Context: an optimization exercise on an open-source flow, tuned for small area. The choices shown serve that exercise and are no tape-out recipe.
In this exercise RTL edits were held to simulation tests only and were not proved equivalent to the original.

**design/flow/design.v**
```verilog
module gos_ha (input logic a, b, output logic s, c);
  assign s = a ^ b;
  assign c = a & b;
endmodule
module gos_fa (input logic a, b, ci, output logic s, co);
  assign s  = a ^ b ^ ci;
  assign co = (a & b) | (ci & (a ^ b));
endmodule
module gos_xor2 (input logic a, b, output logic y);
  assign y = a ^ b;
endmodule
module gos_a21o (input logic a1, a2, b1, output logic y);
  assign y = (a1 & a2) | b1;
endmodule
module gos_colsum (input logic d0, d1, s, output logic c0, c1);
  gos_xor2 u_x (.a(d0), .b(s), .y(c0));
  gos_a21o u_o (.a1(d0), .a2(s), .b1(d1), .y(c1));
endmodule
module gos_cellnext #(parameter U1Z = 0) (
    input  logic u0, u1, k, n0, s,
    input  logic nsel_f, sel_h, sel_l, sel_s,
    input  logic lg, sv,
    output logic d
);
  logic u1e, f;
  assign u1e = U1Z ? 1'b0 : u1;
  assign f = ~nsel_f & ~u1e & (u0 ^ k) & (n0 | s);
  assign d = f | (sel_h & s) | (sel_l & lg) | (sel_s & sv);
endmodule
module gos_add3 #(parameter N = 3) (input logic a, b, ci, output logic s, co);
  if (N == 3) begin : g3
    gos_fa u (.a(a), .b(b), .ci(ci), .s(s), .co(co));
  end else if (N == 2) begin : g2
    gos_ha u (.a(a), .b(b), .s(s), .c(co));
  end else begin : g1
    assign s  = a;
    assign co = 1'b0;
  end
endmodule
module gos_sbit #(parameter NY = 4) (
    input logic [3:0] z, input logic hs,
    input logic [3:0] y, input logic sq,
    output logic d
);
  logic [3:0] ze;
  assign ze = z & ((4'b1 << NY) - 4'b1);
  assign d = (ze[0] & y[0]) | (ze[1] & y[1]) | (ze[2] & y[2]) | (ze[3] & y[3]) | (hs & sq);
endmodule
module gos_life (
    input  logic [299:0] g,
    input  logic [299:0] lg,
    input  logic [299:0] sv,
    input  logic nsel_f, sel_h, sel_l, sel_s,
    output logic [299:0] gn,
    output logic [299:0] pn0, pk, pu0, pu1, pc0, pc1
);
  logic [299:0] d0, d1, c0, c1, n0, k, u0, u1;
  genvar x, y;
  for (y = 0; y < 15; y++) begin : row
    for (x = 0; x < 20; x++) begin : col
      localparam int I = y * 20 + x;
      if (y > 0 && y < 14) begin : gd
        gos_ha u_d (.a(g[I-20]), .b(g[I+20]), .s(d0[I]), .c(d1[I]));
        gos_colsum u_c (.d0(d0[I]), .d1(d1[I]), .s(g[I]), .c0(c0[I]), .c1(c1[I]));
      end else if (y == 0) begin : gt
        assign d0[I] = g[I+20];
        assign d1[I] = 1'b0;
        gos_ha u_c (.a(d0[I]), .b(g[I]), .s(c0[I]), .c(c1[I]));
      end else begin : gb
        assign d0[I] = g[I-20];
        assign d1[I] = 1'b0;
        gos_ha u_c (.a(d0[I]), .b(g[I]), .s(c0[I]), .c(c1[I]));
      end
    end
  end
  for (y = 0; y < 15; y++) begin : row2
    for (x = 0; x < 20; x++) begin : col2
      localparam int I = y * 20 + x;
      localparam int NL = (x > 0 ? 1 : 0) + (x < 19 ? 1 : 0);
      localparam int NH = NL + ((y > 0 && y < 14) ? 1 : 0);
      logic lo_b, lo_c, hi_a, hi_b, hi_c;
      logic l0, l1, r0, r1;
      if (x > 0) begin : gl
        assign l0 = c0[I-1];
        assign l1 = c1[I-1];
      end else begin : gl0
        assign l0 = 1'b0;
        assign l1 = 1'b0;
      end
      if (x < 19) begin : gr
        assign r0 = c0[I+1];
        assign r1 = c1[I+1];
      end else begin : gr0
        assign r0 = 1'b0;
        assign r1 = 1'b0;
      end
      assign lo_b = (x > 0) ? l0 : r0;
      assign lo_c = (x > 0 && x < 19) ? r0 : 1'b0;
      gos_add3 #(.N(NL + 1)) u_lo (.a(d0[I]), .b(lo_b), .ci(lo_c), .s(n0[I]), .co(k[I]));
      if (y > 0 && y < 14) begin : gh3
        assign hi_a = d1[I];
        assign hi_b = (x > 0) ? l1 : r1;
        assign hi_c = (x > 0 && x < 19) ? r1 : 1'b0;
      end else begin : gh2
        assign hi_a = (x > 0) ? l1 : r1;
        assign hi_b = (x > 0 && x < 19) ? r1 : 1'b0;
        assign hi_c = 1'b0;
      end
      gos_add3 #(.N(NH)) u_hi (.a(hi_a), .b(hi_b), .ci(hi_c), .s(u0[I]), .co(u1[I]));
      gos_cellnext #(.U1Z(NH == 1 ? 1 : 0)) u_n (
          .u0(u0[I]), .u1(u1[I]), .k(k[I]), .n0(n0[I]), .s(g[I]),
          .nsel_f(nsel_f), .sel_h(sel_h), .sel_l(sel_l), .sel_s(sel_s),
          .lg(lg[I]), .sv(sv[I]), .d(gn[I]));
    end
  end
  assign pn0 = n0;
  assign pk  = k;
  assign pu0 = u0;
  assign pu1 = u1;
  assign pc0 = c0;
  assign pc1 = c1;
endmodule
module gos_gen (
    input  logic [299:0] s,
    input  logic rst, reset,
    output logic [299:0] sn
);
  logic [299:0] x, y;
  logic [300:0] c;
  logic [3:0] z;
  logic hs;
  assign c[1] = s[0];
  assign x[0] = ~s[0];
  genvar i;
  for (i = 1; i < 300; i++) begin : inc
    if (i < 299) begin : h
      gos_ha u (.a(s[i]), .b(c[i]), .s(x[i]), .c(c[i+1]));
    end else begin : t
      gos_xor2 u (.a(s[i]), .b(c[i]), .y(x[i]));
    end
  end
  for (i = 0; i < 300; i++) begin : xs
    if (i < 297) begin : g
      gos_xor2 u (.a(x[i]), .b(x[i+3]), .y(y[i]));
    end else begin : t
      assign y[i] = x[i];
    end
  end
  gos_selgen u_sel (.rst(rst), .reset(reset), .sh(y[1:0]), .z(z), .hs(hs));
  for (i = 0; i < 300; i++) begin : sb
    localparam int NY = (i < 3) ? i + 1 : 4;
    logic [3:0] yy;
    assign yy[0] = y[i];
    assign yy[1] = (i >= 1) ? y[(i >= 1) ? i-1 : 0] : 1'b0;
    assign yy[2] = (i >= 2) ? y[(i >= 2) ? i-2 : 0] : 1'b0;
    assign yy[3] = (i >= 3) ? y[(i >= 3) ? i-3 : 0] : 1'b0;
    gos_sbit #(.NY(NY)) u (.z(z), .hs(hs), .y(yy), .sq(s[i]), .d(sn[i]));
  end
endmodule
module gos_selgen (input logic rst, reset, input logic [1:0] sh,
                   output logic [3:0] z, output logic hs);
  assign z  = {4{~rst & reset}} & (4'b1 << sh);
  assign hs = ~rst & ~reset;
endmodule
module gos_vga (
    input  logic rst,
    input  logic [5:0] hs, vs,
    input  logic [4:0] hc,
    input  logic [3:0] vc,
    output logic [5:0] hs_n, vs_n,
    output logic [4:0] hc_n,
    output logic [3:0] vc_n,
    output logic hsync, vsync,
    output logic [19:0] colsel,
    output logic [14:0] rowsel
);
  logic vadv;
  logic [3:0] ca, ra, rb;
  logic [4:0] cb;
  gos_hcnt u_h (.rst(rst), .hs(hs), .hc(hc), .hs_n(hs_n), .hc_n(hc_n), .vadv(vadv), .hsync(hsync));
  gos_vcnt u_v (.rst(rst), .vadv(vadv), .vs(vs), .vc(vc), .vs_n(vs_n), .vc_n(vc_n), .vsync(vsync));
  gos_pre2 u_ca (.a(hc[1:0]), .yn(ca));
  gos_pre3 u_cb (.a(hc[4:2]), .yn(cb));
  gos_pre2 u_ra (.a(vc[1:0]), .yn(ra));
  gos_pre2 u_rb (.a(vc[3:2]), .yn(rb));
  for (genvar i = 0; i < 20; i++) begin : cs
    gos_nor2 u (.a(ca[i % 4]), .b(cb[i / 4]), .y(colsel[i]));
  end
  for (genvar i = 0; i < 15; i++) begin : rs
    gos_nor2 u (.a(ra[i % 4]), .b(rb[i / 4]), .y(rowsel[i]));
  end
endmodule
module gos_nor2 (input logic a, b, output logic y);
  assign y = ~(a | b);
endmodule
module gos_pre2 (input logic [1:0] a, output logic [3:0] yn);
  for (genvar i = 0; i < 4; i++) begin : p
    assign yn[i] = (a != 2'(i));
  end
endmodule
module gos_pre3 (input logic [2:0] a, output logic [4:0] yn);
  for (genvar i = 0; i < 5; i++) begin : p
    assign yn[i] = (a != 3'(i));
  end
endmodule
module gos_hcnt (input logic rst, input logic [5:0] hs, input logic [4:0] hc,
                 output logic [5:0] hs_n, output logic [4:0] hc_n, output logic vadv, hsync);
  logic hsw, hwrap;
  assign hsw   = hs[5] & hs[2] & hs[1] & hs[0];
  assign hwrap = hc[4] & hc[3] & hc[1] & (hs == 6'd16);
  assign hs_n  = (rst | hwrap | hsw) ? 6'd0 : hs + 6'd1;
  assign hc_n  = (rst | hwrap) ? 5'd0 : hc + {4'd0, hsw};
  assign vadv  = (hc == 5'd20) & (hs == 6'd0);
  assign hsync = ((hc == 5'd20) & (hs != 6'd0)) | (hc == 5'd21) | (hc == 5'd22) |
                 ((hc == 5'd23) & (hs <= 6'd8));
endmodule
module gos_vcnt (input logic rst, vadv, input logic [5:0] vs, input logic [3:0] vc,
                 output logic [5:0] vs_n, output logic [3:0] vc_n, output logic vsync);
  logic vsw, vwrap;
  assign vsw   = vs[5] & vs[2] & vs[1] & vs[0];
  assign vwrap = (&vc) & (vs == 6'd28);
  assign vs_n  = (rst | (vadv & (vsw | vwrap))) ? 6'd0 : vs + {5'd0, vadv};
  assign vc_n  = rst ? 4'd0 : vc + {3'd0, vadv & (vsw | vwrap)};
  assign vsync = (&vc) & (vs >= 6'd1) & (vs <= 6'd4);
endmodule
module gos_aoi222 (input logic a1, a2, b1, b2, c1, c2, output logic y);
  assign y = ~((a1 & a2) | (b1 & b2) | (c1 & c2));
endmodule
module gos_aoi22 (input logic a1, a2, b1, b2, output logic y);
  assign y = ~((a1 & a2) | (b1 & b2));
endmodule
module gos_rowpix (input logic [19:0] g, colsel, input logic rowsel, output logic yn);
  logic [6:0] t;
  for (genvar i = 0; i < 6; i++) begin : a
    gos_aoi222 u (.a1(g[3*i]), .a2(colsel[3*i]), .b1(g[3*i+1]), .b2(colsel[3*i+1]),
                  .c1(g[3*i+2]), .c2(colsel[3*i+2]), .y(t[i]));
  end
  gos_aoi22 u6 (.a1(g[18]), .a2(colsel[18]), .b1(g[19]), .b2(colsel[19]), .y(t[6]));
  gos_rowcomb u_c (.t(t), .rowsel(rowsel), .yn(yn));
endmodule
module gos_rowcomb (input logic [6:0] t, input logic rowsel, output logic yn);
  assign yn = ~(rowsel & ~(&t));
endmodule
module gos_pixel (input logic [299:0] g, input logic [19:0] colsel, input logic [14:0] rowsel, input logic rst,
                  output logic pix);
  logic [14:0] rn;
  for (genvar r = 0; r < 15; r++) begin : rr
    gos_rowpix u (.g(g[r*20 +: 20]), .colsel(colsel), .rowsel(rowsel[r]), .yn(rn[r]));
  end
  gos_pixcomb u_c (.rn(rn), .rst(rst), .pix(pix));
endmodule
module gos_pixcomb (input logic [14:0] rn, input logic rst, output logic pix);
  assign pix = ~rst & ~(&rn);
endmodule
module gos_count (
    input  logic [299:0] g, pn0, pk, pu0, pu1, pc0, pc1,
    output logic [8:0] n
);
  logic t1, t2, t3, t4, t5, t6, t7, t8, t9, t10, t11, t12, t13, t14, t15, t16, t17, t18, t19, t20, t21, t22, t23, t24, t25, t26, t27, t28, t29, t30, t31, t32, t33, t34, t35, t36, t37, t38, t39, t40, t41, t42, t43, t44, t45, t46, t47, t48, t49, t50, t51, t52, t53, t54, t55, t56, t57, t58, t59, t60, t61, t62, t63, t64, t65, t66, t67, t68, t69, t70, t71, t72, t73, t74, t75, t76, t77, t78, t79, t80, t81, t82, t83, t84, t85, t86, t87, t88, t89, t90, t91, t92, t93, t94, t95, t96, t97, t98, t99, t100, t101, t102, t103, t104, t105, t106, t107, t108, t109, t110, t111, t112, t113, t114, t115, t116, t117, t118, t119, t120, t121, t122, t123, t124, t125, t126, t127, t128, t129, t130, t131, t132, t133, t134, t135, t136, t137, t138, t139, t140, t141, t142, t143, t144, t145, t146, t147, t148, t149, t150, t151, t152, t153, t154, t155, t156, t157, t158, t159, t160, t161, t162, t163, t164, t165, t166, t167, t168, t169, t170, t171, t172, t173, t174, t175, t176, t177, t178, t179, t180, t181, t182, t183, t184, t185, t186, t187, t188, t189, t190, t191, t192, t193, t194, t195, t196, t197, t198, t199, t200, t201, t202, t203, t204, t205, t206, t207, t208, t209, t210, t211, t212, t213, t214, t215, t216, t217, t218, t219, t220, t221, t222, t223, t224, t225, t226, t227, t228, t229, t230, t231, t232, t233, t234, t235, t236, t237, t238, t239, t240, t241, t242, t243, t244, t245, t246, t247, t248, t249, t250, t251, t252, t253, t254, t255, t256, t257, t258, t259, t260, t261, t262, t263, t264, t265, t266, t267, t268, t269, t270, t271, t272, t273, t274, t275, t276, t277, t278, t279, t280, t281, t282, t283, t284, t285, t286, t287, t288, t289, t290, t291, t292, t293, t294, t295, t296, t297, t298, t299, t300, t301, t302, t303, t304, t305, t306, t307, t308, t309, t310, t311, t312, t313, t314, t315, t316, t317, t318, t319, t320, t321, t322, t323, t324, t325, t326, t327, t328, t329, t330, t331, t332;
  gos_fa u_t1 (.a(pn0[21]), .b(g[21]), .ci(pn0[24]), .s(t1), .co(t2));
  gos_fa u_t3 (.a(g[24]), .b(pn0[27]), .ci(g[27]), .s(t3), .co(t4));
  gos_fa u_t5 (.a(pn0[30]), .b(g[30]), .ci(pn0[33]), .s(t5), .co(t6));
  gos_fa u_t7 (.a(g[33]), .b(pn0[36]), .ci(g[36]), .s(t7), .co(t8));
  gos_fa u_t9 (.a(pc0[38]), .b(pc0[39]), .ci(pn0[81]), .s(t9), .co(t10));
  gos_fa u_t11 (.a(g[81]), .b(pn0[84]), .ci(g[84]), .s(t11), .co(t12));
  gos_fa u_t13 (.a(pn0[87]), .b(g[87]), .ci(pn0[90]), .s(t13), .co(t14));
  gos_fa u_t15 (.a(g[90]), .b(pn0[93]), .ci(g[93]), .s(t15), .co(t16));
  gos_fa u_t17 (.a(pn0[96]), .b(g[96]), .ci(pc0[98]), .s(t17), .co(t18));
  gos_fa u_t19 (.a(pc0[99]), .b(pn0[141]), .ci(g[141]), .s(t19), .co(t20));
  gos_fa u_t21 (.a(pn0[144]), .b(g[144]), .ci(pn0[147]), .s(t21), .co(t22));
  gos_fa u_t23 (.a(g[147]), .b(pn0[150]), .ci(g[150]), .s(t23), .co(t24));
  gos_fa u_t25 (.a(pn0[153]), .b(g[153]), .ci(pn0[156]), .s(t25), .co(t26));
  gos_fa u_t27 (.a(g[156]), .b(pc0[158]), .ci(pc0[159]), .s(t27), .co(t28));
  gos_fa u_t29 (.a(pn0[201]), .b(g[201]), .ci(pn0[204]), .s(t29), .co(t30));
  gos_fa u_t31 (.a(g[204]), .b(pn0[207]), .ci(g[207]), .s(t31), .co(t32));
  gos_fa u_t33 (.a(pn0[210]), .b(g[210]), .ci(pn0[213]), .s(t33), .co(t34));
  gos_fa u_t35 (.a(g[213]), .b(pn0[216]), .ci(g[216]), .s(t35), .co(t36));
  gos_fa u_t37 (.a(pc0[218]), .b(pc0[219]), .ci(pn0[261]), .s(t37), .co(t38));
  gos_fa u_t39 (.a(g[261]), .b(pn0[264]), .ci(g[264]), .s(t39), .co(t40));
  gos_fa u_t41 (.a(pn0[267]), .b(g[267]), .ci(pn0[270]), .s(t41), .co(t42));
  gos_fa u_t43 (.a(g[270]), .b(pn0[273]), .ci(g[273]), .s(t43), .co(t44));
  gos_fa u_t45 (.a(pn0[276]), .b(g[276]), .ci(pc0[278]), .s(t45), .co(t46));
  gos_fa u_t47 (.a(pc0[279]), .b(t1), .ci(t3), .s(t47), .co(t48));
  gos_fa u_t49 (.a(t5), .b(t7), .ci(t9), .s(t49), .co(t50));
  gos_fa u_t51 (.a(t11), .b(t13), .ci(t15), .s(t51), .co(t52));
  gos_fa u_t53 (.a(t17), .b(t19), .ci(t21), .s(t53), .co(t54));
  gos_fa u_t55 (.a(t23), .b(t25), .ci(t27), .s(t55), .co(t56));
  gos_fa u_t57 (.a(t29), .b(t31), .ci(t33), .s(t57), .co(t58));
  gos_fa u_t59 (.a(t35), .b(t37), .ci(t39), .s(t59), .co(t60));
  gos_fa u_t61 (.a(t41), .b(t43), .ci(t45), .s(t61), .co(t62));
  gos_fa u_t63 (.a(t47), .b(t49), .ci(t51), .s(t63), .co(t64));
  gos_fa u_t65 (.a(t53), .b(t55), .ci(t57), .s(t65), .co(t66));
  gos_fa u_t67 (.a(t59), .b(t61), .ci(t63), .s(t67), .co(t68));
  gos_ha u_t69 (.a(t65), .b(t67), .s(t69), .c(t70));
  gos_fa u_t71 (.a(pk[21]), .b(pu0[21]), .ci(pk[24]), .s(t71), .co(t72));
  gos_fa u_t73 (.a(pu0[24]), .b(pk[27]), .ci(pu0[27]), .s(t73), .co(t74));
  gos_fa u_t75 (.a(pk[30]), .b(pu0[30]), .ci(pk[33]), .s(t75), .co(t76));
  gos_fa u_t77 (.a(pu0[33]), .b(pk[36]), .ci(pu0[36]), .s(t77), .co(t78));
  gos_fa u_t79 (.a(pc1[38]), .b(pc1[39]), .ci(pk[81]), .s(t79), .co(t80));
  gos_fa u_t81 (.a(pu0[81]), .b(pk[84]), .ci(pu0[84]), .s(t81), .co(t82));
  gos_fa u_t83 (.a(pk[87]), .b(pu0[87]), .ci(pk[90]), .s(t83), .co(t84));
  gos_fa u_t85 (.a(pu0[90]), .b(pk[93]), .ci(pu0[93]), .s(t85), .co(t86));
  gos_fa u_t87 (.a(pk[96]), .b(pu0[96]), .ci(pc1[98]), .s(t87), .co(t88));
  gos_fa u_t89 (.a(pc1[99]), .b(pk[141]), .ci(pu0[141]), .s(t89), .co(t90));
  gos_fa u_t91 (.a(pk[144]), .b(pu0[144]), .ci(pk[147]), .s(t91), .co(t92));
  gos_fa u_t93 (.a(pu0[147]), .b(pk[150]), .ci(pu0[150]), .s(t93), .co(t94));
  gos_fa u_t95 (.a(pk[153]), .b(pu0[153]), .ci(pk[156]), .s(t95), .co(t96));
  gos_fa u_t97 (.a(pu0[156]), .b(pc1[158]), .ci(pc1[159]), .s(t97), .co(t98));
  gos_fa u_t99 (.a(pk[201]), .b(pu0[201]), .ci(pk[204]), .s(t99), .co(t100));
  gos_fa u_t101 (.a(pu0[204]), .b(pk[207]), .ci(pu0[207]), .s(t101), .co(t102));
  gos_fa u_t103 (.a(pk[210]), .b(pu0[210]), .ci(pk[213]), .s(t103), .co(t104));
  gos_fa u_t105 (.a(pu0[213]), .b(pk[216]), .ci(pu0[216]), .s(t105), .co(t106));
  gos_fa u_t107 (.a(pc1[218]), .b(pc1[219]), .ci(pk[261]), .s(t107), .co(t108));
  gos_fa u_t109 (.a(pu0[261]), .b(pk[264]), .ci(pu0[264]), .s(t109), .co(t110));
  gos_fa u_t111 (.a(pk[267]), .b(pu0[267]), .ci(pk[270]), .s(t111), .co(t112));
  gos_fa u_t113 (.a(pu0[270]), .b(pk[273]), .ci(pu0[273]), .s(t113), .co(t114));
  gos_fa u_t115 (.a(pk[276]), .b(pu0[276]), .ci(pc1[278]), .s(t115), .co(t116));
  gos_fa u_t117 (.a(pc1[279]), .b(t2), .ci(t4), .s(t117), .co(t118));
  gos_fa u_t119 (.a(t6), .b(t8), .ci(t10), .s(t119), .co(t120));
  gos_fa u_t121 (.a(t12), .b(t14), .ci(t16), .s(t121), .co(t122));
  gos_fa u_t123 (.a(t18), .b(t20), .ci(t22), .s(t123), .co(t124));
  gos_fa u_t125 (.a(t24), .b(t26), .ci(t28), .s(t125), .co(t126));
  gos_fa u_t127 (.a(t30), .b(t32), .ci(t34), .s(t127), .co(t128));
  gos_fa u_t129 (.a(t36), .b(t38), .ci(t40), .s(t129), .co(t130));
  gos_fa u_t131 (.a(t42), .b(t44), .ci(t46), .s(t131), .co(t132));
  gos_fa u_t133 (.a(t48), .b(t50), .ci(t52), .s(t133), .co(t134));
  gos_fa u_t135 (.a(t54), .b(t56), .ci(t58), .s(t135), .co(t136));
  gos_fa u_t137 (.a(t60), .b(t62), .ci(t64), .s(t137), .co(t138));
  gos_fa u_t139 (.a(t66), .b(t68), .ci(t70), .s(t139), .co(t140));
  gos_fa u_t141 (.a(t71), .b(t73), .ci(t75), .s(t141), .co(t142));
  gos_fa u_t143 (.a(t77), .b(t79), .ci(t81), .s(t143), .co(t144));
  gos_fa u_t145 (.a(t83), .b(t85), .ci(t87), .s(t145), .co(t146));
  gos_fa u_t147 (.a(t89), .b(t91), .ci(t93), .s(t147), .co(t148));
  gos_fa u_t149 (.a(t95), .b(t97), .ci(t99), .s(t149), .co(t150));
  gos_fa u_t151 (.a(t101), .b(t103), .ci(t105), .s(t151), .co(t152));
  gos_fa u_t153 (.a(t107), .b(t109), .ci(t111), .s(t153), .co(t154));
  gos_fa u_t155 (.a(t113), .b(t115), .ci(t117), .s(t155), .co(t156));
  gos_fa u_t157 (.a(t119), .b(t121), .ci(t123), .s(t157), .co(t158));
  gos_fa u_t159 (.a(t125), .b(t127), .ci(t129), .s(t159), .co(t160));
  gos_fa u_t161 (.a(t131), .b(t133), .ci(t135), .s(t161), .co(t162));
  gos_fa u_t163 (.a(t137), .b(t139), .ci(t141), .s(t163), .co(t164));
  gos_fa u_t165 (.a(t143), .b(t145), .ci(t147), .s(t165), .co(t166));
  gos_fa u_t167 (.a(t149), .b(t151), .ci(t153), .s(t167), .co(t168));
  gos_fa u_t169 (.a(t155), .b(t157), .ci(t159), .s(t169), .co(t170));
  gos_fa u_t171 (.a(t161), .b(t163), .ci(t165), .s(t171), .co(t172));
  gos_fa u_t173 (.a(t167), .b(t169), .ci(t171), .s(t173), .co(t174));
  gos_fa u_t175 (.a(pu1[21]), .b(pu1[24]), .ci(pu1[27]), .s(t175), .co(t176));
  gos_fa u_t177 (.a(pu1[30]), .b(pu1[33]), .ci(pu1[36]), .s(t177), .co(t178));
  gos_fa u_t179 (.a(pu1[81]), .b(pu1[84]), .ci(pu1[87]), .s(t179), .co(t180));
  gos_fa u_t181 (.a(pu1[90]), .b(pu1[93]), .ci(pu1[96]), .s(t181), .co(t182));
  gos_fa u_t183 (.a(pu1[141]), .b(pu1[144]), .ci(pu1[147]), .s(t183), .co(t184));
  gos_fa u_t185 (.a(pu1[150]), .b(pu1[153]), .ci(pu1[156]), .s(t185), .co(t186));
  gos_fa u_t187 (.a(pu1[201]), .b(pu1[204]), .ci(pu1[207]), .s(t187), .co(t188));
  gos_fa u_t189 (.a(pu1[210]), .b(pu1[213]), .ci(pu1[216]), .s(t189), .co(t190));
  gos_fa u_t191 (.a(pu1[261]), .b(pu1[264]), .ci(pu1[267]), .s(t191), .co(t192));
  gos_fa u_t193 (.a(pu1[270]), .b(pu1[273]), .ci(pu1[276]), .s(t193), .co(t194));
  gos_fa u_t195 (.a(t72), .b(t74), .ci(t76), .s(t195), .co(t196));
  gos_fa u_t197 (.a(t78), .b(t80), .ci(t82), .s(t197), .co(t198));
  gos_fa u_t199 (.a(t84), .b(t86), .ci(t88), .s(t199), .co(t200));
  gos_fa u_t201 (.a(t90), .b(t92), .ci(t94), .s(t201), .co(t202));
  gos_fa u_t203 (.a(t96), .b(t98), .ci(t100), .s(t203), .co(t204));
  gos_fa u_t205 (.a(t102), .b(t104), .ci(t106), .s(t205), .co(t206));
  gos_fa u_t207 (.a(t108), .b(t110), .ci(t112), .s(t207), .co(t208));
  gos_fa u_t209 (.a(t114), .b(t116), .ci(t118), .s(t209), .co(t210));
  gos_fa u_t211 (.a(t120), .b(t122), .ci(t124), .s(t211), .co(t212));
  gos_fa u_t213 (.a(t126), .b(t128), .ci(t130), .s(t213), .co(t214));
  gos_fa u_t215 (.a(t132), .b(t134), .ci(t136), .s(t215), .co(t216));
  gos_fa u_t217 (.a(t138), .b(t140), .ci(t142), .s(t217), .co(t218));
  gos_fa u_t219 (.a(t144), .b(t146), .ci(t148), .s(t219), .co(t220));
  gos_fa u_t221 (.a(t150), .b(t152), .ci(t154), .s(t221), .co(t222));
  gos_fa u_t223 (.a(t156), .b(t158), .ci(t160), .s(t223), .co(t224));
  gos_fa u_t225 (.a(t162), .b(t164), .ci(t166), .s(t225), .co(t226));
  gos_fa u_t227 (.a(t168), .b(t170), .ci(t172), .s(t227), .co(t228));
  gos_fa u_t229 (.a(t174), .b(t175), .ci(t177), .s(t229), .co(t230));
  gos_fa u_t231 (.a(t179), .b(t181), .ci(t183), .s(t231), .co(t232));
  gos_fa u_t233 (.a(t185), .b(t187), .ci(t189), .s(t233), .co(t234));
  gos_fa u_t235 (.a(t191), .b(t193), .ci(t195), .s(t235), .co(t236));
  gos_fa u_t237 (.a(t197), .b(t199), .ci(t201), .s(t237), .co(t238));
  gos_fa u_t239 (.a(t203), .b(t205), .ci(t207), .s(t239), .co(t240));
  gos_fa u_t241 (.a(t209), .b(t211), .ci(t213), .s(t241), .co(t242));
  gos_fa u_t243 (.a(t215), .b(t217), .ci(t219), .s(t243), .co(t244));
  gos_fa u_t245 (.a(t221), .b(t223), .ci(t225), .s(t245), .co(t246));
  gos_fa u_t247 (.a(t227), .b(t229), .ci(t231), .s(t247), .co(t248));
  gos_fa u_t249 (.a(t233), .b(t235), .ci(t237), .s(t249), .co(t250));
  gos_fa u_t251 (.a(t239), .b(t241), .ci(t243), .s(t251), .co(t252));
  gos_fa u_t253 (.a(t245), .b(t247), .ci(t249), .s(t253), .co(t254));
  gos_ha u_t255 (.a(t251), .b(t253), .s(t255), .c(t256));
  gos_fa u_t257 (.a(t176), .b(t178), .ci(t180), .s(t257), .co(t258));
  gos_fa u_t259 (.a(t182), .b(t184), .ci(t186), .s(t259), .co(t260));
  gos_fa u_t261 (.a(t188), .b(t190), .ci(t192), .s(t261), .co(t262));
  gos_fa u_t263 (.a(t194), .b(t196), .ci(t198), .s(t263), .co(t264));
  gos_fa u_t265 (.a(t200), .b(t202), .ci(t204), .s(t265), .co(t266));
  gos_fa u_t267 (.a(t206), .b(t208), .ci(t210), .s(t267), .co(t268));
  gos_fa u_t269 (.a(t212), .b(t214), .ci(t216), .s(t269), .co(t270));
  gos_fa u_t271 (.a(t218), .b(t220), .ci(t222), .s(t271), .co(t272));
  gos_fa u_t273 (.a(t224), .b(t226), .ci(t228), .s(t273), .co(t274));
  gos_fa u_t275 (.a(t230), .b(t232), .ci(t234), .s(t275), .co(t276));
  gos_fa u_t277 (.a(t236), .b(t238), .ci(t240), .s(t277), .co(t278));
  gos_fa u_t279 (.a(t242), .b(t244), .ci(t246), .s(t279), .co(t280));
  gos_fa u_t281 (.a(t248), .b(t250), .ci(t252), .s(t281), .co(t282));
  gos_fa u_t283 (.a(t254), .b(t256), .ci(t257), .s(t283), .co(t284));
  gos_fa u_t285 (.a(t259), .b(t261), .ci(t263), .s(t285), .co(t286));
  gos_fa u_t287 (.a(t265), .b(t267), .ci(t269), .s(t287), .co(t288));
  gos_fa u_t289 (.a(t271), .b(t273), .ci(t275), .s(t289), .co(t290));
  gos_fa u_t291 (.a(t277), .b(t279), .ci(t281), .s(t291), .co(t292));
  gos_fa u_t293 (.a(t283), .b(t285), .ci(t287), .s(t293), .co(t294));
  gos_fa u_t295 (.a(t289), .b(t291), .ci(t293), .s(t295), .co(t296));
  gos_fa u_t297 (.a(t258), .b(t260), .ci(t262), .s(t297), .co(t298));
  gos_fa u_t299 (.a(t264), .b(t266), .ci(t268), .s(t299), .co(t300));
  gos_fa u_t301 (.a(t270), .b(t272), .ci(t274), .s(t301), .co(t302));
  gos_fa u_t303 (.a(t276), .b(t278), .ci(t280), .s(t303), .co(t304));
  gos_fa u_t305 (.a(t282), .b(t284), .ci(t286), .s(t305), .co(t306));
  gos_fa u_t307 (.a(t288), .b(t290), .ci(t292), .s(t307), .co(t308));
  gos_fa u_t309 (.a(t294), .b(t296), .ci(t297), .s(t309), .co(t310));
  gos_fa u_t311 (.a(t299), .b(t301), .ci(t303), .s(t311), .co(t312));
  gos_fa u_t313 (.a(t305), .b(t307), .ci(t309), .s(t313), .co(t314));
  gos_ha u_t315 (.a(t311), .b(t313), .s(t315), .c(t316));
  gos_fa u_t317 (.a(t298), .b(t300), .ci(t302), .s(t317), .co(t318));
  gos_fa u_t319 (.a(t304), .b(t306), .ci(t308), .s(t319), .co(t320));
  gos_fa u_t321 (.a(t310), .b(t312), .ci(t314), .s(t321), .co(t322));
  gos_fa u_t323 (.a(t316), .b(t317), .ci(t319), .s(t323), .co(t324));
  gos_ha u_t325 (.a(t321), .b(t323), .s(t325), .c(t326));
  gos_fa u_t327 (.a(t318), .b(t320), .ci(t322), .s(t327), .co(t328));
  gos_fa u_t329 (.a(t324), .b(t326), .ci(t327), .s(t329), .co(t330));
  gos_ha u_t331 (.a(t328), .b(t330), .s(t331), .c(t332));
  assign n = {t332, t331, t329, t325, t315, t295, t255, t173, t69};
endmodule
module gos_display (
    input  logic [8:0] n,
    input  logic rst, tick,
    input  logic [1:0] m,
    input  logic [3:0] code,
    output logic [3:0] code_n,
    output logic [7:0] segment_pins,
    output logic [3:0] display_select
);
  logic [3:0] ones, tens;
  logic [1:0] hund;
  logic [3:0] ksel;
  logic hold;
  gos_bcd2 u_bcd (.n(n), .ones(ones), .tens(tens), .hund(hund));
  gos_ksel u_kp (.rst(rst), .tick(tick), .m(m), .ksel(ksel), .hold(hold));
  for (genvar b = 0; b < 4; b++) begin : cb
    gos_codebit #(.HB(b < 2)) u (.rst(rst), .hold(hold), .ksel(ksel), .o(ones[b]), .t(tens[b]),
                                 .h(hund[b < 2 ? b : 0]), .q(code[b]), .d(code_n[b]));
  end
  gos_seg7 u_seg (.c(code), .seg(segment_pins[6:0]));
  assign segment_pins[7] = 1'b0;
  gos_dsel u_ds (.c(code), .m(m), .sel(display_select));
endmodule
module gos_ksel (input logic rst, tick, input logic [1:0] m,
                 output logic [3:0] ksel, output logic hold);
  logic t;
  assign t = tick & ~rst;
  assign ksel[0] = t & ~m[1] & ~m[0];
  assign ksel[1] = t & ~m[1] & m[0];
  assign ksel[2] = t & m[1] & ~m[0];
  assign ksel[3] = t & m[1] & m[0];
  assign hold = ~tick & ~rst;
endmodule
module gos_codebit #(parameter HB = 1) (input logic rst, hold, input logic [3:0] ksel,
                                        input logic o, t, h, q, output logic d);
  logic he;
  assign he = HB ? h : 1'b0;
  assign d = rst | (ksel[0] & o) | (ksel[1] & t) | (ksel[2] & he) | (hold & q);
endmodule
module gos_seg7 (input logic [3:0] c, output logic [6:0] seg);
  gos_s0 u0 (.c(c), .y(seg[0]));
  gos_s1 u1 (.c(c), .y(seg[1]));
  gos_s2 u2 (.c(c), .y(seg[2]));
  gos_s3 u3 (.c(c), .y(seg[3]));
  gos_s4 u4 (.c(c), .y(seg[4]));
  gos_s5 u5 (.c(c), .y(seg[5]));
  gos_s6 u6 (.c(c), .y(seg[6]));
endmodule
module gos_s0 (input logic [3:0] c, output logic y);
  assign y = ~(c[3] & c[2] | c[2] & ~c[1] & ~c[0] | ~c[3] & ~c[2] & ~c[1] & c[0]);
endmodule
module gos_s1 (input logic [3:0] c, output logic y);
  assign y = ~c[2] | ~c[1] & ~c[0] | ~c[3] & c[1] & c[0];
endmodule
module gos_s2 (input logic [3:0] c, output logic y);
  assign y = ~c[1] | ~c[3] & c[2] | ~c[2] & c[0];
endmodule
module gos_s3 (input logic [3:0] c, output logic y);
  assign y = ~(c[2] & c[1] & c[0] | c[2] & ~c[1] & ~c[0] | ~c[3] & ~c[2] & ~c[1] & c[0]);
endmodule
module gos_s4 (input logic [3:0] c, output logic y);
  assign y = ~c[0] & (~c[2] | c[1]);
endmodule
module gos_s5 (input logic [3:0] c, output logic y);
  assign y = ~(c[1] & c[0] | ~c[2] & c[1] | ~c[3] & ~c[2] & c[0]);
endmodule
module gos_s6 (input logic [3:0] c, output logic y);
  assign y = ~(~c[3] & ~c[2] & ~c[1] | c[2] & c[1] & c[0]);
endmodule
module gos_dsel (input logic [3:0] c, input logic [1:0] m, output logic [3:0] sel);
  logic v;
  assign v = ~(&c);
  assign sel[0] = v & ~m[1] & m[0];
  assign sel[1] = v & m[1] & ~m[0];
  assign sel[2] = v & m[1] & m[0];
  assign sel[3] = v & ~m[1] & ~m[0];
endmodule
module gos_dd3 #(parameter TOP0 = 0) (input logic [3:0] x, output logic [3:0] y);
  logic x3;
  assign x3 = TOP0 ? 1'b0 : x[3];
  assign y[3] = x3 | (x[2] & x[0]) | (x[2] & x[1]);
  assign y[2] = (x3 & x[0]) | (x[2] & ~x[1] & ~x[0]);
  assign y[1] = (x3 & ~x[0]) | (~x[2] & x[1]) | (x[1] & x[0]);
  assign y[0] = (x3 & ~x[0]) | (~x3 & ~x[2] & x[0]) | (x[2] & x[1] & ~x[0]);
endmodule
module gos_bcd2 (input logic [8:0] n, output logic [3:0] ones, tens, output logic [1:0] hund);
  logic [3:0] a1,a2,a3,a4,a5,a6,b1,b2,b3;
  gos_dd3 #(1) u1 (.x({1'b0,n[8:6]}), .y(a1));
  gos_dd3 #(0) u2 (.x({a1[2:0],n[5]}), .y(a2));
  gos_dd3 #(0) u3 (.x({a2[2:0],n[4]}), .y(a3));
  gos_dd3 #(0) u4 (.x({a3[2:0],n[3]}), .y(a4));
  gos_dd3 #(1) v1 (.x({1'b0,a1[3],a2[3],a3[3]}), .y(b1));
  gos_dd3 #(0) u5 (.x({a4[2:0],n[2]}), .y(a5));
  gos_dd3 #(0) v2 (.x({b1[2:0],a4[3]}), .y(b2));
  gos_dd3 #(0) u6 (.x({a5[2:0],n[1]}), .y(a6));
  gos_dd3 #(0) v3 (.x({b2[2:0],a5[3]}), .y(b3));
  assign ones = {a6[2:0], n[0]};
  assign tens = {b3[2:0], a6[3]};
  assign hund = {b2[3], b3[3]};   
endmodule
module game_of_silicon (
    input logic clk,
    input logic rst,
    input logic reset,
    input logic load,
    input logic [299:0] load_grid,
    output logic [299:0] grid_out,
    output logic [7:0] segment_pins,
    output logic [3:0] display_select,
    output logic [2:0] rgb,
    output logic vsync,
    output logic hsync
);
  logic [299:0] grid, gen;
  logic [6:0]   tcnt;       
  logic [3:0]   code;
  logic [5:0]   hs, vs;
  logic [4:0]   hc;
  logic [3:0]   vc;
  logic         pix_q;
  logic [299:0] grid_n, gen_n;
  logic [6:0]   tcnt_n;
  logic [3:0]   code_n;
  logic [5:0]   hs_n, vs_n;
  logic [4:0]   hc_n;
  logic [3:0]   vc_n;
  logic         pix;
  always_ff @(posedge clk) begin
    grid  <= grid_n;
    gen   <= gen_n;
    tcnt  <= tcnt_n;
    code  <= code_n;
    hs    <= hs_n;
    vs    <= vs_n;
    hc    <= hc_n;
    vc    <= vc_n;
    pix_q <= pix;
  end
  logic tick_display, tick_generation;
  gos_ticks u_ticks (.rst(rst), .t(tcnt), .t_n(tcnt_n), .td(tick_display), .tg(tick_generation));
  logic nsel_f, sel_h, sel_l, sel_s;
  gos_gridsel u_gsel (.rst(rst), .load(load), .reset(reset), .step(tick_generation),
                      .nsel_f(nsel_f), .sel_h(sel_h), .sel_l(sel_l), .sel_s(sel_s));
  logic [299:0] pn0, pk, pu0, pu1, pc0, pc1;
  gos_life u_life (.g(grid), .lg(load_grid), .sv(gen), .nsel_f(nsel_f), .sel_h(sel_h),
                   .sel_l(sel_l), .sel_s(sel_s), .gn(grid_n),
                   .pn0(pn0), .pk(pk), .pu0(pu0), .pu1(pu1), .pc0(pc0), .pc1(pc1));
  gos_gen u_gen (.s(gen), .rst(rst), .reset(reset), .sn(gen_n));
  logic [8:0] n;
  gos_count u_cnt (.g(grid), .pn0(pn0), .pk(pk), .pu0(pu0), .pu1(pu1), .pc0(pc0), .pc1(pc1), .n(n));
  gos_display u_disp (.n(n), .rst(rst), .tick(tick_display), .m(tcnt[5:4]), .code(code),
                      .code_n(code_n), .segment_pins(segment_pins),
                      .display_select(display_select));
  logic [19:0] colsel;
  logic [14:0] rowsel;
  gos_vga u_vga (.rst(rst), .hs(hs), .vs(vs), .hc(hc), .vc(vc), .hs_n(hs_n), .vs_n(vs_n),
                 .hc_n(hc_n), .vc_n(vc_n), .hsync(hsync), .vsync(vsync),
                 .colsel(colsel), .rowsel(rowsel));
  gos_pixel u_pix (.g(grid), .colsel(colsel), .rowsel(rowsel), .rst(rst), .pix(pix));
  assign grid_out = grid;
  assign rgb = {pix_q, 1'b0, pix_q};
endmodule
module gos_ticks (input logic rst, input logic [6:0] t, output logic [6:0] t_n,
                  output logic td, tg);
  assign td  = (t[3:0] == 4'hf);
  assign tg  = (t == 7'd63);
  assign t_n = rst ? 7'd8 : t + 7'd1;
endmodule
module gos_gridsel (input logic rst, load, reset, step,
                    output logic nsel_f, sel_h, sel_l, sel_s);
  assign sel_l  = ~rst & load;
  assign sel_s  = ~rst & ~load & ~reset;
  assign sel_h  = ~rst & ~load & reset & ~step;
  assign nsel_f = ~(~rst & ~load & reset & step);
endmodule
```
**design/flow/flow/run.sh**
```bash
#!/bin/bash
# Layout flow: the standard flow (standard.sh: ORFS synthesis to finish),
# with these changes to how the layout is made:
#  - the port buffers that ORFS puts on every input and output are the
#    smallest buffer cell (buf_1) instead of ORFS's default pick;
#  - placement keeps every net to at most 40 pins (flow/fanout.tcl);
#  - after global placement, the buffers that timing-driven placement put on
#    flip-flop outputs are taken out again (flow/unbuf.tcl);
#  - after the resize step, logic cells that drive only a few pins are swapped
#    to the smallest drive strength of the same function (flow/downsize.tcl),
#    and repair_design then fixes any slew or capacitance limit;
#  - the clock tree uses larger sink clusters and no dummy loads.
# Every tool's output goes to standard_run.log here and to ORFS's own logs
# under orfs/logs.
set -o pipefail
HERE=$(pwd)
export BUFFER_PORTS_ARGS="-buffer_cell sky130_fd_sc_hd__buf_1"
export CTS_ARGS="-sink_clustering_enable -repair_clock_nets -dont_use_dummy_load -sink_clustering_size 28 -sink_clustering_max_diameter 90 -buf_list {sky130_fd_sc_hd__clkbuf_16}"
export PRE_GLOBAL_PLACE_TCL="$HERE/flow/fanout.tcl"
export POST_GLOBAL_PLACE_TCL="$HERE/flow/unbuf.tcl"
export POST_RESIZE_TCL="$HERE/flow/downsize.tcl"
bash standard.sh > standard_run.log 2>&1
```
**design/flow/flow/downsize.tcl**
```tcl
# Swap logic cells to the smallest drive strength of the same function when
# they drive only a few pins; repair_design afterwards fixes any slew or
# capacitance limit the smaller cells break.
set block [ord::get_db_block]
set db [ord::get_db]
set swapped 0
set saved 0.0
foreach inst [$block getInsts] {
  set master [$inst getMaster]
  set name [$master getName]
  if {![regexp {^(sky130_fd_sc_hd__[a-z0-9]+)_([0-9]+)$} $name -> base drive]} { continue }
  if {$drive <= 1} { continue }
  # leave clock-tree, delay and port buffers alone
  set short [string range $base 16 end]
  if {[regexp {^(clkbuf|clkinv|clkdly|dlygate|dlymetal|bufinv|buf|conb|diode|tap|fill|decap|df|dl|sdf|edf|sedf)} $short]} { continue }
  # fanout of the output pins
  set fanout 0
  foreach it [$inst getITerms] {
    if {[$it isOutputSignal]} {
      set net [$it getNet]
      if {$net ne "NULL"} { set fanout [expr {$fanout + [llength [$net getITerms]] - 1 + [llength [$net getBTerms]]}] }
    }
  }
  if {$fanout > 6} { continue }
  set best ""
  set best_area [expr {[$master getWidth] * [$master getHeight]}]
  foreach d {1 0} {
    set cand [$db findMaster ${base}_$d]
    if {$cand eq "NULL"} { continue }
    set a [expr {[$cand getWidth] * [$cand getHeight]}]
    if {$a < $best_area} { set best $cand; set best_area $a }
  }
  if {$best eq ""} { continue }
  set old [expr {[$master getWidth] * [$master getHeight]}]
  replace_cell [$inst getName] [$best getName]
  incr swapped
  set saved [expr {$saved + ($old - $best_area) / 1e6}]
}
puts "downsize: swapped $swapped cells, [format %.1f $saved] um2 less"
estimate_parasitics -placement
repair_design
```
**design/flow/flow/fanout.tcl**
```tcl
# Keep nets small: no driver may feed more than 40 pins, so placement's
# repair_design builds buffer trees whose nets stay short.
set_max_fanout 40 [current_design]
```
**design/flow/flow/unbuf.tcl**
```tcl
# Timing-driven global placement buffers some flip-flop outputs although every
# path has hundreds of ns of slack; take those buffers out again (the port
# buffers stay).  repair_design in the resize step adds back any buffer a
# slew or capacitance limit needs.
set block [ord::get_db_block]
set removed 0
for {set pass 0} {$pass < 4} {incr pass} {
  set victims {}
  foreach inst [$block getInsts] {
    set name [$inst getName]
    if {[string match input* $name] || [string match output* $name]} { continue }
    if {![regexp {^sky130_fd_sc_hd__buf_[0-9]+$} [[$inst getMaster] getName]]} { continue }
    set a [$inst findITerm A]
    set x [$inst findITerm X]
    if {$a eq "NULL" || $x eq "NULL"} { continue }
    set in_net [$a getNet]
    set out_net [$x getNet]
    if {$in_net eq "NULL" || $out_net eq "NULL"} { continue }
    if {[llength [$out_net getBTerms]] > 0 || [llength [$in_net getBTerms]] > 0} { continue }
    set drv ""
    foreach it [$in_net getITerms] {
      if {[$it isOutputSignal]} { set drv [$it getInst] }
    }
    if {$drv eq ""} { continue }
    if {[string match "*dfxtp*" [[$drv getMaster] getName]]} { lappend victims $inst }
  }
  if {[llength $victims] == 0} { break }
  foreach inst $victims {
    set in_net [[$inst findITerm A] getNet]
    set out_net [[$inst findITerm X] getNet]
    set loads {}
    foreach it [$out_net getITerms] {
      if {[$it getInst] ne $inst} { lappend loads $it }
    }
    foreach it $loads {
      $it disconnect
      $it connect $in_net
    }
    odb::dbInst_destroy $inst
    odb::dbNet_destroy $out_net
    incr removed
  }
}
puts "unbuf: removed $removed buffers on flip-flop outputs"
```
**design/flow/standard.sh**
```bash
#!/bin/bash
# synth_recipe.tcl (not shown) runs the flow's synth.tcl, then flattens the netlist and writes it again
# the make line also repeats each setting of config.mk as NAME=value (left out here)
make -C /OpenROAD-flow-scripts/flow DESIGN_CONFIG=/design/flow/config.mk WORK_HOME=/design/flow/orfs CLKGATE_MAP_FILE= SYNTH_SCRIPT=/design/flow/synth_recipe.tcl "${@:-finish}"
```
**design/flow/config.mk**
```make
export PLATFORM = sky130hd
export DESIGN_NAME = game_of_silicon
export DESIGN_NICKNAME = game_of_silicon
export VERILOG_FILES = /design/flow/design.v
export SDC_FILE = /design/flow/constraint.sdc
export NUM_CORES = 8
export LEC_CHECK = 0
export ABC_AREA = 0
export CAP_MARGIN = 20
export CORE_MARGIN = 2
export CORE_UTILIZATION = 45
export SLEW_MARGIN = 20
export SYNTH_HIERARCHICAL = 1
```
**design/flow/constraint.sdc**
```tcl
create_clock -name core_clock -period 400.0 [get_ports {clk}]
set_input_delay 80.0000 -clock core_clock [delete_from_list [all_inputs] [get_ports {clk}]]
set_output_delay 80.0000 -clock core_clock [all_outputs]
set_load 0.01 [all_outputs]
```
==> results of run 1 <==
-- worst register-to-register path: cells and delay by family (launching register included) --
family,cells,cell delay [ps]
adder cells (fa/ha/maj),298,54640
XOR/XNOR,2,410
flip-flops,1,360
AO/OA/AOI/OAI,1,340
AND/OR/NAND/NOR,1,90
-- per-stage QoR --
step                      hold slack (ps)  util (%)
after detailed placement              429      49.0
after global routing                  487      49.9
final                                 455      49.9
after CTS                             456      49.9
after floorplan                       413         -
after global placement                432      50.0
-- layout by cell type, fill, tap and decap left out, drive strengths merged, types with 6 or more instances in the layout --
cell    count
o41ai     297
inv        21
ha        704
nor2b       6
nand4      20
dfxtp     633
a21oi      26
nor3        6
xor2      565
nor2      358
fa        665
nand2b     22
o21a        9
nand2     318
a222oi    690
xnor2     307
o21ai      34
buf       708
a22o        8
a22oi     316
nand3      25
a21o      260
clkbuf     48
nor3b       6
-- metal layers --
| layer | up-vias | share of wire [%] | routed length (um) |
|---|---|---|---|
| li1 | 23400 | - | - |
| met1 | 27800 | 39 | 99600 |
| met2 | 3755 | 43 | 112000 |
| met3 | 713 | 11 | 29200 |
| met4 | 0 | 6.8 | 17600 |
| met5 | - | 0 | 0 |
-- final timing paths --
path | endpoint | slack, ps
max reg2reg | gen[296]$_DFF_P_ | 344190
min | tcnt[0]$_DFF_P_ | 460
min reg2reg | tcnt[0]$_DFF_P_ | 460
max | gen[168]$_DFF_P_ | 317210
-- final cells by class --
| class | instances | area share (%) |
|---|---|---|
| Inverter | 21 | 0.118 |
| Tap cell | 1768 | 3.31 |
| Clock buffer | 47 | 1.76 |
| Sequential cell | 633 | 19.0 |
| Antenna cell | 5 | 0.0187 |
| Multi-Input combinational cell | 4698 | 71.3 |
| Timing Repair Buffer | 709 | 4.50 |
-- flip-flops by register name (all words and copies together), names as in the netlist --
register	cells
pix_q	1
code	4
hs	6
grid	300
vc	4
tcnt	7
vs	6
hc	5
gen	300
==> flow_metrics.py, run 1 <==
metrics = {
    "critical_path": {
        "start_kind": "input pin",
        "crit_fanout": 40,
        "worstSetupPathType": "input pin to register",
        "critical_path.top_delay_family": "buffers and inverters",
        "arrival_ps": 83410,
        "startpoint": "rst",
        "r2r_start": "gen[1]$_DFF_P_",
        "end_kind": "register",
        "rr_worst_depth": 302,
        "required_ps": 400620,
        "crit_path_max_incr_delay_ps": 720,
        "crit_cells": 8,
        "crit_path_top_delay_cell": "and4bb_2",
        "cp_num_buf_inv": 5,
        "path_common_cell": "buf_4",
        "crit_chain": "clkbuf_2 -> and4bb_2 -> buf_4 -> buf_4 -> buf_4 -> buf_4 -> a22oi_1 -> nand2_1",
    },
    "placed_design": {
        "port_buffers": 618,
        "dp_hpwl_um": 199000,
        "dp_cells": 7828,
        "placed_area_um2": 65600,
        "dp_slack_ps": 316670,
    },
    "global_routing": {
        "busiest_layer": "met2",
        "grt_pass1_wl_um": 374000,
        "gr-usage-met2_pct": 54.7,
        "use_met1_pct": 48.6,
        "grtUsageMet3_pct": 8.06,
        "antenna_found_initial": 6,
        "grt_overflow_total": 0,
        "grt_pass1_vias": 54500,
        "grt_max_degree": 41,
        "track_usage_pct": 36.5,
    },
    "sta": {
        "maxSlewHeadroom_pct": 17.5,
        "fin_tns_setup_ps": 0,
        "clock_skew_ps": 74.2,
        "setup_ws_ps": 317210,
        "min_period_over_period_pct": 20.7,
        "maxSlewViolCount": 0,
        "tightestPinTransition_ps": 1230,
        "max_freq_ghz": 0.0121,
        "finalHoldViolations": 0,
        "rsz0062_at_grt": "no",
        "setup_viol": 0,
        "min_period_ps": 82790,
    },
    "route": {
        "drt_wl_total_um": 259000,
        "drt_drc_violations_left": 0,
        "dr.first_iter.drc_count": 9850,
        "drtPass1Iterations": 13,
        "detail-route-antenna-nets": 0,
        "avgRoutedWirePerCell_um": 32.8,
        "via_per_inst": 7.05,
        "vias": 55600,
    },
    "job": {
        "maxCapViolCount": 0,
    },
    "finish": {
        "final_nets": 7783,
        "multi_input_area_um2": 47600,
        "final_area_um2": 66800,
        "final_cells": 7881,
        "n_fill_cell": 12400,
        "seq_area_um2": 12700,
        "areaGrowthSynthToFinish_pct": 9.91,
        "drive_gt1_share_pct": 2.65,
    },
    "clock_tree": {
        "post_cts_buffers": 0,
        "clkSlewWorstSetupHoldPaths_ps": 110,
        "cts_inserted_buffers": 47,
        "insertion_delay_ps": 690,
        "clock_path_buffers": 3,
        "cts_resized": 0,
        "cts_root_buffer": "clkbuf_16",
        "cts_hold_buf": 0,
        "cts_tree": "yes",
        "cts_sinks": 633,
        "h-tree-depth": 2,
    },
    "die": {
        "die_h_um": 371,
        "pin_count": 621,
        "coreArea_um2": 134000,
        "rows": 134,
        "die_w_um": 371,
        "dieArea_um2": 138000,
        "start_util_pct": 45.4,
    },
    "yosys": {
        "syn_area_um2": 60800,
        "synth_warnings": 7,
        "synthCells": 5391,
        "syn_area_per_cell_um2": 11.3,
    },
    "outcome": {
        "status": "finished clean",
    },
    "worst_hold_path": {
        "holdPathStages": 1,
        "hp-class": "register to register",
        "hp-start": "tcnt[0]$_DFF_P_",
    },
}
==> run 2: changes to the inputs <==
--- a/design/flow/flow/run.sh
+++ b/design/flow/flow/run.sh
@@ -10,3 +10,4 @@
 #    to the smallest drive strength of the same function (flow/downsize.tcl),
-#    and repair_design then fixes any slew or capacitance limit;
+#    placement buffers are made buf_2, and repair_design then fixes any slew
+#    or capacitance limit;
 #  - the clock tree uses larger sink clusters and no dummy loads.
@@ -17,3 +18,3 @@
 export BUFFER_PORTS_ARGS="-buffer_cell sky130_fd_sc_hd__buf_1"
-export CTS_ARGS="-sink_clustering_enable -repair_clock_nets -dont_use_dummy_load -sink_clustering_size 28 -sink_clustering_max_diameter 90 -buf_list {sky130_fd_sc_hd__clkbuf_16}"
+export CTS_ARGS="-sink_clustering_enable -repair_clock_nets -dont_use_dummy_load -sink_clustering_size 22 -sink_clustering_max_diameter 120 -buf_list {sky130_fd_sc_hd__clkbuf_8 sky130_fd_sc_hd__clkbuf_16}"
 export PRE_GLOBAL_PLACE_TCL="$HERE/flow/fanout.tcl"
--- a/design/flow/flow/downsize.tcl
+++ b/design/flow/flow/downsize.tcl
@@ -38,3 +38,14 @@
 }
-puts "downsize: swapped $swapped cells, [format %.1f $saved] um2 less"
+# buffers that placement put into high-fanout nets: buf_2 is enough for
+# nearly all of them (repair_design below upsizes any that is not)
+set bufswapped 0
+foreach inst [$block getInsts] {
+  set name [[$inst getMaster] getName]
+  if {![regexp {^sky130_fd_sc_hd__buf_([0-9]+)$} $name -> drive]} { continue }
+  if {$drive <= 2} { continue }
+  if {[string match input* [$inst getName]] || [string match output* [$inst getName]]} { continue }
+  replace_cell [$inst getName] sky130_fd_sc_hd__buf_2
+  incr bufswapped
+}
+puts "downsize: swapped $swapped cells, [format %.1f $saved] um2 less; $bufswapped buffers to buf_2"
 estimate_parasitics -placement
==> run 2 against run 1 <==
Net effect:
- via count fell by 0.12%
- setup slack got worse by 1000 ps
- critical path type unchanged
- cell count fell by 0.16%
- sequential share of layout area rose by 0.14 points
- register-to-register slack improved by 40 ps
- highest routed layer is now met5
- non-clock buffer count fell by 1
==> flow_metrics.py, run 2 <==
metrics = {
    "finish": {
        "layout_commonest_cell": "ha_1",
        "n_fill_cell": 12400,
        "layout_common_cells": "704 x ha_1, 690 x a222oi_1, 665 x fa_1",
        "final_nets": 7772,
        "reg_top3": "gen: 300 flops, grid: 300 flops, tcnt: 7 flops",
        "multi_input_area_um2": 47600,
        "areaGrowthSynthToFinish_pct": 9.11,
        "final_util_pct": 49.5,
        "drive_gt1_share_pct": 2.48,
        "seq_area_um2": 12700,
    },
    "clock_tree": {
        "insertion_delay_ps": 680,
        "clock_path_buffers": 3,
        "cts_inserted_buffers": 37,
        "h-tree-depth": 2,
        "cts_hold_buf": 0,
        "cts_sinks": 633,
        "clkSlewWorstSetupHoldPaths_ps": 100,
        "cts_root_buffer": "clkbuf_16",
        "cts_resized": 0,
        "post_cts_buffers": 0,
        "cts_tree": "yes",
    },
    "critical_path": {
        "end_kind": "register",
        "required_ps": 400600,
        "start_kind": "input pin",
        "crit_fanout": 40,
        "arrival_ps": 84420,
        "worstSetupPathType": "input pin to register",
    },
    "global_routing": {
        "antenna_found_initial": 10,
        "grt_pass1_wl_um": 374000,
        "grt_max_degree": 41,
        "grt_pass1_vias": 54400,
        "grt_overflow_total": 0,
        "track_usage_pct": 36.6,
    },
    "yosys": {
        "synth_warnings": 7,
        "syn_area_um2": 60800,
        "synthCells": 5391,
        "syn_area_per_cell_um2": 11.3,
    },
    "placed_design": {
        "dp_slack_ps": 315650,
        "port_buffers": 618,
        "dp_hpwl_um": 199000,
    },
    "die": {
        "rows": 134,
        "dieArea_um2": 138000,
        "die_w_um": 371,
        "die_h_um": 371,
        "coreArea_um2": 134000,
        "start_util_pct": 45.4,
        "pin_count": 621,
    },
    "sta": {
        "setup_viol": 0,
        "fin_tns_setup_ps": 0,
        "rsz0062_at_grt": "no",
        "maxSlewViolCount": 0,
        "setup_ws_ps": 316180,
        "maxSlewHeadroom_pct": 19.5,
        "finalHoldViolations": 0,
        "min_period_ps": 83820,
        "tightestPinTransition_ps": 1200,
        "min_period_over_period_pct": 21.0,
        "max_freq_ghz": 0.0119,
        "clock_skew_ps": 76.5,
    },
    "route": {
        "drt_wl_total_um": 258000,
        "detail-route-antenna-nets": 0,
        "avgRoutedWirePerCell_um": 32.8,
        "dr.first_iter.drc_count": 10200,
        "via_per_inst": 7.06,
        "drtPass1Iterations": 15,
        "drt_drc_violations_left": 0,
        "vias": 55500,
    },
    "worst_hold_path": {
        "hp-class": "register to register",
    },
    "job": {
        "maxCapViolCount": 0,
    },
    "outcome": {
        "status": "finished clean",
    },
}
run 2: stage by stage:
step | cells | hold WS (ps) | instance area [um^2]
floorplan | 5391 | 413 | 60800
global placement | 7966 | 432 | 66900
detailed placement | 7828 | 428 | 65400
CTS | 7865 | 451 | 66300
global route | 7867 | 466 | 66300
finish | 7868 | 448 | 66300
run 2: cell type report:
| type | count | share of cell area, % |
|---|---|---|
| multi-input cells | 4698 | 71.8 |
| flip-flops and latches | 633 | 19.1 |
| repair buffers | 708 | 4.18 |
| well taps | 1768 | 3.34 |
| clock buffers | 37 | 1.40 |
| inverters | 21 | 0.119 |
| diodes | 3 | 0.0113 |
run 2: metal layers:
layer / routed length, um / GRT usage, %
met1: 99100 / 48.6
met2: 112000 / 54.8
met3: 29300 / 8.22
met4: 17200 / 20.8
met5: 28 / 0
run 2: path summary, 6_finish.rpt:
kind,startpoint,to,slack [ps],cells after the start
worst max-delay path,rst,gen[168]$_DFF_P_,316180,8
worst min-delay path,tcnt[0]$_DFF_P_,tcnt[0]$_DFF_P_,450,1
worst min register to register,tcnt[0]$_DFF_P_,tcnt[0]$_DFF_P_,450,1
worst max register to register,gen[1]$_DFF_P_,gen[296]$_DFF_P_,344230,302
run 2: critical path, cell delays in order:
cell,delay [ps]
clkbuf_2,370
and4bb_2,720
buf_2,700
buf_2,710
buf_2,750
buf_2,740
a22oi_1,210
nand2_1,110
==> run 3: changes to the inputs <==
--- a/design/flow/design.v
+++ b/design/flow/design.v
@@ -127,21 +127,12 @@
 );
-  logic [299:0] x, y;
-  logic [300:0] c;
+  logic [299:0] y;
   logic [3:0] z;
   logic hs;
-  assign c[1] = s[0];
-  assign x[0] = ~s[0];
   genvar i;
-  for (i = 1; i < 300; i++) begin : inc
-    if (i < 299) begin : h
-      gos_ha u (.a(s[i]), .b(c[i]), .s(x[i]), .c(c[i+1]));
-    end else begin : t
-      gos_xor2 u (.a(s[i]), .b(c[i]), .y(x[i]));
-    end
-  end
-  for (i = 0; i < 300; i++) begin : xs
+  assign y[0] = ~s[3];
+  for (i = 1; i < 300; i++) begin : xs
     if (i < 297) begin : g
-      gos_xor2 u (.a(x[i]), .b(x[i+3]), .y(y[i]));
+      gos_xor2 u (.a(s[i]), .b(s[i+3]), .y(y[i]));
     end else begin : t
-      assign y[i] = x[i];
+      assign y[i] = s[i];
     end
@@ -149,3 +140,4 @@
   gos_selgen u_sel (.rst(rst), .reset(reset), .sh(y[1:0]), .z(z), .hs(hs));
-  for (i = 0; i < 300; i++) begin : sb
+  assign sn[0] = 1'b0;
+  for (i = 1; i < 300; i++) begin : sb
     localparam int NY = (i < 3) ? i + 1 : 4;
@@ -540,3 +532,4 @@
 );
-  logic [299:0] grid, gen;
+  logic [299:0] grid;
+  logic [299:1] gen;        
   logic [6:0]   tcnt;       
@@ -556,3 +549,3 @@
     grid  <= grid_n;
-    gen   <= gen_n;
+    gen   <= gen_n[299:1];
     tcnt  <= tcnt_n;
@@ -571,6 +564,6 @@
   logic [299:0] pn0, pk, pu0, pu1, pc0, pc1;
-  gos_life u_life (.g(grid), .lg(load_grid), .sv(gen), .nsel_f(nsel_f), .sel_h(sel_h),
+  gos_life u_life (.g(grid), .lg(load_grid), .sv({gen, 1'b0}), .nsel_f(nsel_f), .sel_h(sel_h),
                    .sel_l(sel_l), .sel_s(sel_s), .gn(grid_n),
                    .pn0(pn0), .pk(pk), .pu0(pu0), .pu1(pu1), .pc0(pc0), .pc1(pc1));
-  gos_gen u_gen (.s(gen), .rst(rst), .reset(reset), .sn(gen_n));
+  gos_gen u_gen (.s({gen, 1'b0}), .rst(rst), .reset(reset), .sn(gen_n));
   logic [8:0] n;
--- a/design/flow/flow/run.sh
+++ b/design/flow/flow/run.sh
@@ -18,3 +18,3 @@
 export BUFFER_PORTS_ARGS="-buffer_cell sky130_fd_sc_hd__buf_1"
-export CTS_ARGS="-sink_clustering_enable -repair_clock_nets -dont_use_dummy_load -sink_clustering_size 22 -sink_clustering_max_diameter 120 -buf_list {sky130_fd_sc_hd__clkbuf_8 sky130_fd_sc_hd__clkbuf_16}"
+export CTS_ARGS="-sink_clustering_enable -repair_clock_nets -dont_use_dummy_load -sink_clustering_size 22 -sink_clustering_max_diameter 120 -buf_list {sky130_fd_sc_hd__clkbuf_8 sky130_fd_sc_hd__clkbuf_16} -root_buf sky130_fd_sc_hd__clkbuf_16 -sink_clustering_buffer sky130_fd_sc_hd__clkbuf_16"
 export PRE_GLOBAL_PLACE_TCL="$HERE/flow/fanout.tcl"
==> run 3 against run 2 <==
Net effect:
- critical endpoint is now grid[138]$_DFF_P_
- routed wire length down 6.2%
- first-iteration DRC count down 6.3%
- core utilization up 0.16 points
- worst hold slack better by 8.0 ps
- via count down 5.4%
- synthesized area down 6.2%
- cell area down 5.8%
- clock-buffer cell count up 1
==> flow_metrics.py, run 3 <==
metrics = {
    "outcome": {
        "status": "finished clean",
    },
    "route": {
        "via_per_inst": 7.05,
        "dr.first_iter.drc_count": 9533,
        "avgRoutedWirePerCell_um": 32.5,
        "drt_drc_violations_left": 0,
        "detail-route-antenna-nets": 0,
        "vias": 52500,
        "drtPass1Iterations": 14,
        "drt_wl_total_um": 242000,
    },
    "global_routing": {
        "grt_pass1_vias": 51400,
        "track_usage_pct": 36.2,
        "grt_overflow_total": 0,
        "antenna_found_initial": 6,
        "grt_max_degree": 41,
        "grt_pass1_wl_um": 352000,
    },
    "clock_tree": {
        "cts_sinks": 632,
        "cts_resized": 0,
        "post_cts_buffers": 0,
        "cts_root_buffer": "clkbuf_16",
        "insertion_delay_ps": 660,
        "h-tree-depth": 2,
        "cts_inserted_buffers": 38,
        "cts_tree": "yes",
        "clock_path_buffers": 3,
        "clkSlewWorstSetupHoldPaths_ps": 100,
        "cts_hold_buf": 0,
    },
    "sta": {
        "finalHoldViolations": 0,
        "min_period_over_period_pct": 21.1,
        "fin_tns_setup_ps": 0,
        "tightestPinTransition_ps": 1120,
        "maxSlewViolCount": 0,
        "setup_viol": 0,
        "maxSlewHeadroom_pct": 25.4,
        "min_period_ps": 84410,
        "setup_ws_ps": 315590,
        "clock_skew_ps": 36.6,
        "rsz0062_at_grt": "no",
        "max_freq_ghz": 0.0118,
    },
    "finish": {
        "top_register": "grid",
        "final_cells": 7451,
        "n_fill_cell": 11700,
        "final_nets": 7174,
        "multi_input_area_um2": 43900,
        "seq_area_um2": 12700,
        "reg_top3": "grid: 300 flops, gen: 299 flops, tcnt: 7 flops",
        "largest_reg_flops": 300,
        "final_area_um2": 62400,
        "areaGrowthSynthToFinish_pct": 9.53,
        "layout_commonest_cell": "a222oi_1",
        "layout_common_cells": "690 x a222oi_1, 665 x fa_1, 632 x dfxtp_1",
        "drive_gt1_share_pct": 2.64,
    },
    "placed_design": {
        "placed_area_um2": 61500,
        "dp_slack_ps": 314990,
        "port_buffers": 618,
        "dp_hpwl_um": 184000,
        "dp_cells": 7409,
    },
    "critical_path": {
        "crit_chain": "clkbuf_2 -> nand4bb_1 -> buf_2 -> buf_2 -> buf_2 -> buf_2 -> o41ai_1",
        "required_ps": 400490,
        "crit_path_top_delay_cell": "buf_2",
        "arrival_ps": 84900,
        "start_kind": "input pin",
        "end_kind": "register",
        "crit_path_max_incr_delay_ps": 970,
        "crit_fanout": 39,
        "worstSetupPathType": "input pin to register",
        "path_common_cell": "buf_2",
    },
    "die": {
        "coreArea_um2": 126000,
        "dieArea_um2": 129000,
        "die_h_um": 360,
        "rows": 130,
        "pin_count": 621,
        "die_w_um": 360,
        "start_util_pct": 45.4,
    },
    "job": {
        "maxCapViolCount": 0,
    },
    "worst_hold_path": {
        "hp-class": "register to register",
    },
    "yosys": {
        "synth_warnings": 7,
        "synthCells": 5089,
        "syn_area_per_cell_um2": 11.2,
        "syn_area_um2": 57000,
    },
}
## run 3: metal layers
layer	vias up	track usage [%]	share of wire, %
met1	26300	47.3	38
li1	22100	-	-
met5	-	0.222	0.023
met2	3529	55.8	44
met3	619	7.81	11
met4	4	20.3	6.4
## run 3: final timing paths
path / startpoint / to / slack, ps / cells past startpoint
setup / recovery: rst / grid[138]$_DFF_P_ / 315590 / 7
hold reg to reg: tcnt[0]$_DFF_P_ / tcnt[0]$_DFF_P_ / 460 / 1
hold / removal: tcnt[0]$_DFF_P_ / tcnt[0]$_DFF_P_ / 460 / 1
setup reg to reg: grid[42]$_DFF_P_ / code[0]$_DFF_P_ / 385160 / 36
## run 3: critical path, delay by kind of cell
family	cells	cell delay, ps
AND/OR/NAND/NOR	1	840
buffers and inverters	5	3810
AO/OA/AOI/OAI	1	160
## run 3: per-stage QoR
step / hold slack, ps / utilization (%)
5_1_grt: 463 / 49.7
2_1_floorplan: 413 / -
3_3_place_gp: 427 / 49.9
3_5_place_dp: 427 / 48.9
4_1_cts: 453 / 49.7
6_report: 456 / 49.7
## run 3: area by class of cell
class / count / share of cell area (%)
clock buffer: 38 / 1.52
tap: 1650 / 3.31
inverter: 21 / 0.126
sequential: 632 / 20.3
timing repair buffer: 708 / 4.44
antenna: 4 / 0.0160
multi-input combinational: 4398 / 70.3

## port drivers added, routing unchanged
Ports are ideal in the flow. The routed layouts listed here were re-timed in OpenROAD.
Step 1 (the two cells are an assumption about what drives the block):
set clk [get_ports {clk}]
set_driving_cell -lib_cell sky130_fd_sc_hd__clkbuf_16 $clk
set_driving_cell -lib_cell sky130_fd_sc_hd__buf_2 [delete_from_list [all_inputs] $clk]
Step 2 times the ports against the registers' clock, not the clock port: input delays grow and output delays shrink by t, the midpoint of the rising clock arrivals with the driver on.
Slacks: ideal ports / drivers / drivers and shift; pairs: ideal ports / drivers.
run	t (ns)	setup WS [ns]	worst hold slack (ns)	latest minus earliest clock arrival (ns)	worst register clock-pin slew, ns
run 1	0.740	317.206 / 317.135 / 316.521	0.455 / 0.455 / 0.455	0.074 / 0.074	0.11 / 0.11
run 2	0.725	316.176 / 316.227 / 315.502	0.448 / 0.448 / 0.448	0.083 / 0.084	0.11 / 0.11
run 3	0.716	315.589 / 315.644 / 314.928	0.456 / 0.456 / 0.456	0.050 / 0.051	0.11 / 0.11
After both steps every run listed still meets setup and hold. The setup slack of run 1, which loses most, moves by -0.071 ns with the drivers and by -0.685 ns with both steps.
